This is an optimization exercise on Yosys and OpenROAD, whose aim is small area, a short achievable clock period and few clock cycles per item, not a production implementation. RTL that was checked went through simulation tests only; none was proved equivalent to the original.

## cordic
module cordic(
    input wire [31:0]   angle,
    input wire [1:0]    opt,
    input wire          enable,
    input wire          reset,
    input wire          clk,
    output wire signed [31:0] sin_out,
    output wire signed [31:0] cos_out,
    output wire               done
);
==> flow/config.mk <==
export PLATFORM = sky130hd
export DESIGN_NAME = cordic
export DESIGN_NICKNAME = cordic
export VERILOG_FILES = /design/flow/design.v
export SDC_FILE = /design/flow/constraint.sdc
export NUM_CORES = 4
export LEC_CHECK = 0
export ABC_AREA = 1
export CAP_MARGIN = 20
export CORE_MARGIN = 2
export CORE_UTILIZATION = 40
export CTS_BUF_LIST = sky130_fd_sc_hd__clkbuf_8
export CTS_CLUSTER_SIZE = 24
export GPL_ROUTABILITY_DRIVEN = 0
export SETUP_SLACK_MARGIN = 3.5
export SLEW_MARGIN = 20
==> flow/constraint.sdc <==
create_clock -name core_clock -period 7.0 [get_ports {clk}]
set_input_delay 1.4000 -clock core_clock [delete_from_list [all_inputs] [get_ports {clk}]]
set_output_delay 1.4000 -clock core_clock [all_outputs]
set_load 0.01 [all_outputs]
standard.sh (not shown) runs the stock make flow with config.mk's settings and CLKGATE_MAP_FILE= SYNTH_SCRIPT=/design/flow/synth_recipe.tcl, a recipe that flattens the netlist after the stock synthesis.
==> flow/flow/run.sh <==
#!/bin/bash
# The standard layout (standard.sh) with extra ORFS settings: port buffers
# made from sky130_fd_sc_hd__buf_1. ORFS writes each step's log under orfs/logs;
# make's own output goes to make.log.
set -euo pipefail
bash standard.sh 'BUFFER_PORTS_ARGS=-buffer_cell sky130_fd_sc_hd__buf_1' finish > make.log 2>&1
Testbench counts at the start, summed over its fixed seeds: cycles 43,200, items 2,400.
Then changed:
- GPL_ROUTABILITY_DRIVEN: 0 -> default
The changed run went through all stages and came out clean.
Cell area does not change.
Die area stays the same.
Routed wire length stays the same.
Maximum frequency is unchanged.
Core utilization stays the same.
Global-route usage stays the same.

Setup of lane 4:
cordic, a different RTL version from the one above (not shown whole).
For scale: roughly 1100 cells after synthesis, about 7600 sq um of cells after synthesis.
clock: 7.0 ns
lec_check: 0
abc_area: 1
cap_margin: 20
core_margin: 2
core_utilization: 40
cts_buf_list: sky130_fd_sc_hd__clkbuf_8
cts_cluster_size: 24
setup_slack_margin: 3.5
slew_margin: 20
Scripts as last shown in full above: flow/flow/run.sh
Lane 4 completed every stage of the flow, and the final layout passed the timing, DRC and antenna checks.
Modified inputs, lane 1 compared to lane 4
# lane 4
export LEC_CHECK = 0
export ABC_AREA = 1
export CAP_MARGIN = 20
export CORE_MARGIN = 2
export CORE_UTILIZATION = 40
export CTS_BUF_LIST = sky130_fd_sc_hd__clkbuf_8
export CTS_CLUSTER_SIZE = 24
export SETUP_SLACK_MARGIN = 3.5
export SLEW_MARGIN = 20
create_clock -name core_clock -period 7.0 [get_ports {clk}]
# lane 1
export LEC_CHECK = 0
export ABC_AREA = 1
export CAP_MARGIN = 20
export CORE_MARGIN = 2
export CORE_UTILIZATION = 40
export CTS_BUF_LIST = sky130_fd_sc_hd__clkbuf_8
export CTS_CLUSTER_SIZE = 24
export SETUP_SLACK_MARGIN = 3.7
export SLEW_MARGIN = 20
create_clock -name core_clock -period 7.0 [get_ports {clk}]
--- outcome ---
- Lane 1 vs. lane 4: synthesis-to-layout area growth grew by 6.7 points, fraction of final layout cells sized beyond drive strength 1 grew by 6.4 points, wire length of the first global-routing pass grew by about 3%, max-slew headroom at the worst pin shrank by 0.21 points.
- On count of vias placed by the detailed router, the lower figure sits with lane 4, not lane 1.
- Lane 1 against lane 4: amount of wire on met2 after detailed routing has increased, final cell count has increased.
- Between lane 1 and lane 4, the count of instances resized after the clock tree is built is higher for lane 1.
- Comparing lane 1 and lane 4, the lower non-clock buffer count is on lane 4.
No functional check of the RTL was part of any run of this note.

Another version of the RTL of cordic (not shown whole).
For scale: ~1100 cells after synthesis, about 63 flip-flops.
==> flow/design.v (excerpt) <==
module cordic(
    input wire [31:0]   angle,
    input wire [1:0]    opt,
    input wire          enable,
    input wire          reset,
    input wire          clk,
    output wire signed [31:0] sin_out,
    output wire signed [31:0] cos_out,
    output wire               done
);
clock: 7.0 ns
lec_check: 0
abc_area: 1
cap_margin: 20
core_margin: 2
core_utilization: 40
setup_slack_margin: 3.5
slew_margin: 20
Scripts as last shown in full above: flow/flow/run.sh
The first run completed without violations.
Testbench counts at the start, summed over its fixed seeds: cycles 43,200, items 2,400.
Edit:
SETUP_SLACK_MARGIN = 3.8   (was 3.5)
Global-route usage went up by 0.83 points; die area is unchanged; wire length went up by 7.0%; first-iteration DRC count went up by about 35%; count of clock-buffer cells in the layout went down by 1.

Setup of before:
The RTL this note starts from:
==> flow/design.v <==
module cordic(
    input wire [31:0]   angle,
    input wire [1:0]    opt,
    input wire          enable,
    input wire          reset,
    input wire          clk,
    output wire signed [31:0] sin_out,
    output wire signed [31:0] cos_out,
    output wire               done
);
    localparam [17:0] K  = 18'd39797;
    localparam [17:0] NK = -18'd39797;
    function [17:0] atan_table;
        input [3:0] n;
        case (n)
            4'd0:  atan_table = 18'd51472;
            4'd1:  atan_table = 18'd30385;
            4'd2:  atan_table = 18'd16055;
            4'd3:  atan_table = 18'd8145;
            4'd4:  atan_table = 18'd4090;
            4'd5:  atan_table = 18'd2045;
            4'd6:  atan_table = 18'd1023;
            4'd7:  atan_table = 18'd512;
            4'd8:  atan_table = 18'd256;
            4'd9:  atan_table = 18'd128;
            4'd10: atan_table = 18'd64;
            4'd11: atan_table = 18'd32;
            4'd12: atan_table = 18'd16;
            4'd13: atan_table = 18'd8;
            4'd14: atan_table = 18'd4;
            default: atan_table = 18'd2;
        endcase
    endfunction
    function [17:0] addsub;
        input [17:0] a, b;
        input        m;      
        reg [18:0] s;
        begin
            s = {a, 1'b1} + {b ^ {18{m}}, m};
            addsub = s[18:1];
        end
    endfunction
    reg signed [17:0] x, y;
    reg [17:0] z;
    reg [4:0] n;                 
    reg       sat_r, neg_r;      
    reg       sin_en, cos_en;    
    wire done_r = n[4];
    wire run   = enable & ~done_r;
    wire first = (n[3:0] == 4'd0);
    wire last  = (n[3:0] == 4'd15);
    wire runk  = run & ~first;
    wire d = sat_r ? ~neg_r : ~z[17];
    wire [17:0] ys = y >>> n[3:0];
    wire [17:0] xs = x >>> n[3:0];
    wire [17:0] x_nx = addsub(x, ys, d);
    wire [17:0] y_nx = addsub(y, xs, ~d);
    wire [17:0] z_in = first ? angle[17:0] : z;
    wire        z_d  = first ? ~angle[31] : d;
    wire [17:0] z_nx = addsub(z_in, atan_table(n[3:0]), z_d);
    wire angle_sat = ~((&angle[31:17]) | ~(|angle[31:17]));
    always @(posedge clk) begin
        sat_r  <= angle_sat;
        neg_r  <= angle[31];
        sin_en <= ~opt[0];
        cos_en <= ~(opt[1] & opt[0]);
        if (run) z <= z_nx;
    end
    always @(posedge clk or posedge reset) begin
        if (reset) begin
            x <= K;
            y <= 18'd0;
            n <= 5'd0;
        end else begin
            if (runk) x <= (last & ~cos_en) ? 18'd0 : x_nx;
            if (run)  y <= first ? (angle[31] ? NK : K) :
                           (last & ~sin_en) ? 18'd0 : y_nx;
            if (run)  n <= n + 5'd1;
        end
    end
    assign done    = done_r;
    assign sin_out = {{14{y[17]}}, y};
    assign cos_out = {{14{x[17]}}, x};
endmodule
make LEC_CHECK=0 ABC_AREA=1 CAP_MARGIN=20 CORE_MARGIN=2 CORE_UTILIZATION=40 SETUP_SLACK_MARGIN=2 SLEW_MARGIN=20 finish   # period 7.0 ns
run.sh (not shown) runs the stock make flow with config.mk's settings and CLKGATE_MAP_FILE= SYNTH_SCRIPT=/design/flow/synth_recipe.tcl, a recipe that flattens the netlist after the stock synthesis.
Stock flow here: none of the scripts above is used.
diff inputs: before => after
- ABC_AREA no longer set, was 1
--- outcome ---
- Compared with before, in after count of distinct cell types in the synthesized netlist went up by 12.
- Side by side, net count of the mapped netlist turned out lower in after than in before.
No functional check of the RTL was part of any run of this note.

## port drivers added, routing unchanged
No port has a modelled driver above. Below, the same layouts with a new extraction and two added sets of constraints.
Step 1, drivers: a clkbuf_16 drives clk and a buf_2 each remaining input, both assumed.
Step 2 also shifts input and output timing later by t, the mid clock arrival at the registers, as if the neighbouring blocks saw the same clock.
Three values: ideal ports, drivers, drivers and shift; two values: the first two.
run | t (ns) | setup WS [ns] | hold WS [ns] | slew at the worst register clock pin (ns) | pins driven straight from the clock port
the first run of note 1 | 0.406 | 3.641 / 3.641 / 3.383 | 0.520 / 0.520 / 0.520 | 0.08 / 0.08 | 1
the second run of note 1 | 0.406 | 3.641 / 3.641 / 3.383 | 0.520 / 0.520 / 0.520 | 0.08 / 0.08 | 1
lane 4 | 0.406 | 3.641 / 3.641 / 3.383 | 0.520 / 0.520 / 0.520 | 0.08 / 0.08 | 1
lane 1 | 0.409 | 3.738 / 3.738 / 3.548 | 0.527 / 0.527 / 0.527 | 0.09 / 0.09 | 1
the first run of note 3 | 0.388 | 3.604 / 3.604 / 3.401 | 0.514 / 0.514 / 0.514 | 0.06 / 0.06 | 1
the second run of note 3 | 0.389 | 3.658 / 3.658 / 3.658 | 0.519 / 0.519 / 0.519 | 0.06 / 0.06 | 1
before | 0.389 | 2.403 / 2.403 / 2.368 | 0.525 / 0.525 / 0.525 | 0.06 / 0.06 | 1
after | 0.388 | 2.345 / 2.336 / 1.948 | 0.515 / 0.515 / 0.515 | 0.06 / 0.06 | 1
After both steps every run listed still meets setup and hold. The setup slack of after, which loses most, moves by -0.009 ns with the drivers and by -0.397 ns with both steps.
